This design comes from an exercise in tuning for small area on the open sky130 flow, not from production work.
In this exercise RTL edits were held to simulation tests only and were not proved equivalent to the original.

==> run D: inputs <==
## FullyConnectedLayer
module FullyConnectedLayer #(
    parameter N = 8,              
    parameter M = 4               
) (
    input clk,                    
    input rst_n,                  
    input [N*8-1:0] input_data,      
    input [M*N*8-1:0] weights,       
    input [M*8-1:0] biases,          
    output reg [M*8-1:0] output_data   
);
  wire d1;
  wire d2;
  wire d3;
  wire p4;
  wire p5;
  wire h6;
  wire p7;
  wire h8;
  wire p9;
  wire h10;
  wire p11;
  wire h12;
  wire p13;
  wire h14;
  wire p15;
  wire h16;
  wire p17;
  wire h18;
  wire p19;
  wire p20;
  wire d21;
  wire d22;
  wire d23;
  wire p24;
  wire p25;
  wire h26;
  wire p27;
  wire h28;
  wire p29;
  wire h30;
  wire p31;
  wire h32;
  wire p33;
  wire h34;
  wire p35;
  wire h36;
  wire p37;
  wire h38;
  wire p39;
  wire p40;
  wire d41;
  wire d42;
  wire d43;
  wire p44;
  wire p45;
  wire h46;
  wire p47;
  wire h48;
  wire p49;
  wire h50;
  wire p51;
  wire h52;
  wire p53;
  wire h54;
  wire p55;
  wire h56;
  wire p57;
  wire h58;
  wire p59;
  wire p60;
  wire d61;
  wire d62;
  wire d63;
  wire p64;
  wire p65;
  wire h66;
  wire p67;
  wire h68;
  wire p69;
  wire h70;
  wire p71;
  wire h72;
  wire p73;
  wire h74;
  wire p75;
  wire h76;
  wire p77;
  wire h78;
  wire p79;
  wire p80;
  wire d81;
  wire d82;
  wire d83;
  wire p84;
  wire p85;
  wire h86;
  wire p87;
  wire h88;
  wire p89;
  wire h90;
  wire p91;
  wire h92;
  wire p93;
  wire h94;
  wire p95;
  wire h96;
  wire p97;
  wire h98;
  wire p99;
  wire p100;
  wire d101;
  wire d102;
  wire d103;
  wire p104;
  wire p105;
  wire h106;
  wire p107;
  wire h108;
  wire p109;
  wire h110;
  wire p111;
  wire h112;
  wire p113;
  wire h114;
  wire p115;
  wire h116;
  wire p117;
  wire h118;
  wire p119;
  wire p120;
  wire d121;
  wire d122;
  wire d123;
  wire p124;
  wire p125;
  wire h126;
  wire p127;
  wire h128;
  wire p129;
  wire h130;
  wire p131;
  wire h132;
  wire p133;
  wire h134;
  wire p135;
  wire h136;
  wire p137;
  wire h138;
  wire p139;
  wire p140;
  wire d141;
  wire d142;
  wire d143;
  wire p144;
  wire p145;
  wire h146;
  wire p147;
  wire h148;
  wire p149;
  wire h150;
  wire p151;
  wire h152;
  wire p153;
  wire h154;
  wire p155;
  wire h156;
  wire p157;
  wire h158;
  wire p159;
  wire p160;
  wire d161;
  wire d162;
  wire d163;
  wire p164;
  wire p165;
  wire h166;
  ...
==> module TRIPLE, before the edit <==
module TRIPLE (input [7:0] x, output [9:0] t);
  assign t = {2'b00, x} + {1'b0, x, 1'b0};
endmodule
export LEC_CHECK = 0
export CAP_MARGIN = 5
export CORE_MARGIN = 2
export CORE_UTILIZATION = 45
export SLEW_MARGIN = 5
export SYNTH_HIERARCHICAL = 1
create_clock -name core_clock -period 12.0 [get_ports {clk}]
standard.sh (not shown) runs the stock make flow with config.mk's settings and CLKGATE_MAP_FILE= SYNTH_SCRIPT=/design/flow/synth_recipe.tcl, a recipe that flattens the netlist after the stock synthesis.
==> flow/flow/run.sh <==
#!/bin/bash
# Own layout flow: the standard flow (standard.sh), with two changes:
#  1. after the standard synthesis, combinational cells that synthesis mapped at a
#     higher drive strength are put back to the smallest drive strength of the
#     same function (the later timing repair sizes up whatever needs it);
#  2. the port buffers that placement adds use the smallest buffer cell.
set -euo pipefail
R=orfs/results/sky130hd/FullyConnectedLayer/base
PORTBUF="BUFFER_PORTS_ARGS=-buffer_cell sky130_fd_sc_hd__buf_1"
bash standard.sh "$PORTBUF" synth > flow_synth.log 2>&1
python3 flow/downsize.py $R/1_2_yosys.v > flow_downsize.log 2>&1
rm -f $R/1_synth.odb $R/1_synth.sdc
bash standard.sh "$PORTBUF" finish > flow_finish.log 2>&1
==> flow/flow/downsize.py <==
"""Rewrite a mapped sky130hd netlist in place: each combinational cell whose type has a
smaller drive strength of the same function (same pins) is changed to the smallest one.
Flip-flops, buffers, inverters, clock cells and tie cells are left alone."""
import re
import sys

path = sys.argv[1]
src = open(path).read()
SMALLEST = {
    'a21boi': '0', 'a21oi': '1', 'a21o': '1', 'a22oi': '1', 'a22o': '1', 'a211oi': '1',
    'a211o': '1', 'a31oi': '1', 'a31o': '1', 'a311oi': '1', 'a311o': '1', 'a41oi': '1',
    'and2': '0', 'and3': '1', 'and4': '1', 'nand2': '1', 'nand3': '1', 'nand4': '1',
    'nand2b': '1', 'nand3b': '1', 'nor2': '1', 'nor3': '1', 'nor4': '1', 'nor2b': '1',
    'nor3b': '1', 'nor4b': '1', 'o21ai': '0', 'o21a': '1', 'o21bai': '1', 'o211ai': '1',
    'o211a': '1', 'o22ai': '1', 'o22a': '1', 'o31ai': '1', 'o31a': '1', 'o311a': '1',
    'o311ai': '0', 'or2': '0', 'or3': '1', 'or4': '1', 'xor2': '1', 'xnor2': '1',
    'xnor3': '1', 'xor3': '1', 'mux2i': '1', 'mux2': '1', 'maj3': '1', 'fa': '1', 'ha': '1',
    'a2111oi': '0', 'a221oi': '1', 'a222oi': '1',
}
count = {}


def repl(m):
    base, size = m.group(1), m.group(2)
    if base in SMALLEST and size != SMALLEST[base]:
        count[m.group(0)] = count.get(m.group(0), 0) + 1
        return 'sky130_fd_sc_hd__%s_%s ' % (base, SMALLEST[base])
    return m.group(0)


out = re.sub(r'\bsky130_fd_sc_hd__([a-z0-9]+)_(\d+) ', repl, src)
open(path, 'w').write(out)
for k, v in sorted(count.items()):
    print(v, k)
==> inputs of run E, as changes to run D <==
--- a/flow/design.v
+++ b/flow/design.v
@@ -8976,3 +8976,5 @@
 module TRIPLE (input [7:0] x, output [9:0] t);
-  assign t = {2'b00, x} + {1'b0, x, 1'b0};
+  wire [4:0] lo = {1'b0, x[3:0]} + {1'b0, x[2:0], 1'b0};
+  wire [5:0] hi = {2'b0, x[7:4]} + {1'b0, x[7:3]} + {5'b0, lo[4]};
+  assign t = {hi, lo[3:0]};
 endmodule
- CAP_MARGIN: 5 -> 20
- SLEW_MARGIN: 5 -> 20
==> inputs of run Z, as changes to run D <==
- CAP_MARGIN: 5 -> 20
- SLEW_MARGIN: 5 -> 20
==> notes.md <==
| item | run E | run Z | run D |
|---|---|---|---|
| Drt pass-1 iters | 9 | 10 | 10 |
| Worst path bufs/invs | 5 | 4 | 4 |
| Synthesized instance count | 4180 | 4292 | 4292 |
| Result of the run | finished clean | finished clean | finished clean |
| Clk cell area share | 0.2510% | 0.2476% | 0.2476% |
| Routed met2 length | 96350 um | 103300 um | 103300 um |
| M1 GR Usage | 62.21% | 63.23% | 63.23% |
| # fillers | 9316 | 9208 | 9208 |
| Effective utilization at floorplan | 45.27% | 45.50% | 45.50% |
| Post-route design area | 0.04986 mm2 | 0.05053 mm2 | 0.05053 mm2 |
| Max-slew headroom | 24.01% | 19.56% | 19.56% |
| Met2 track utilization from global routing | 64.67% | 69.21% | 69.21% |
| Worst stage delay on the critical path | 0.55 ns | 0.99 ns | 0.99 ns |
| Area of combinational cells with multiple inputs | 0.04329 mm2 | 0.04383 mm2 | 0.04383 mm2 |
| Wire length of the first global-routing pass | 335000 um | 348200 um | 348200 um |
| Average wire per standard cell | 40.05 um | 40.75 um | 40.75 um |
| Synthesized netlist net count | 5798 | 5902 | 5902 |
| Master of the slowest instance on the critical path | fa_1 | o311a_1 | o311a_1 |
| Wire length the detailed router placed on met1 | 87800 um | 91400 um | 91400 um |

port drivers added, routing unchanged:
No port has a modelled driver above. Below, the same layouts with a new extraction and two added sets of constraints.
Step 1, drivers: a clkbuf_16 drives clk and a buf_2 each remaining input, both assumed.
Step 2 adds t to the input delays and takes it off the output delays; t is the mean of the earliest and latest rising clock arrival at the registers after step 1. Input paths then give back, and output paths get back, about the clock's delay inside the block.
a / b / c = ideal ports / drivers / drivers and shift; a / b = the first two.
| run | t (ns) | slack for setup (ns) | worst setup path at the end | clock arrival spread, ns | pins driven straight from the clock port |
|---|---|---|---|---|---|
| run D | 0.443 | 0.618 / 0.674 / 0.231 | input to register | 0.018 / 0.018 | 1 |
| run E | 0.414 | 0.347 / 0.391 / -0.024 | input to register | 0.011 / 0.011 | 1 |
| run Z | 0.443 | 0.618 / 0.674 / 0.231 | input to register | 0.018 / 0.018 | 1 |
Met with ideal ports but missed after step 2: setup timing in run E.
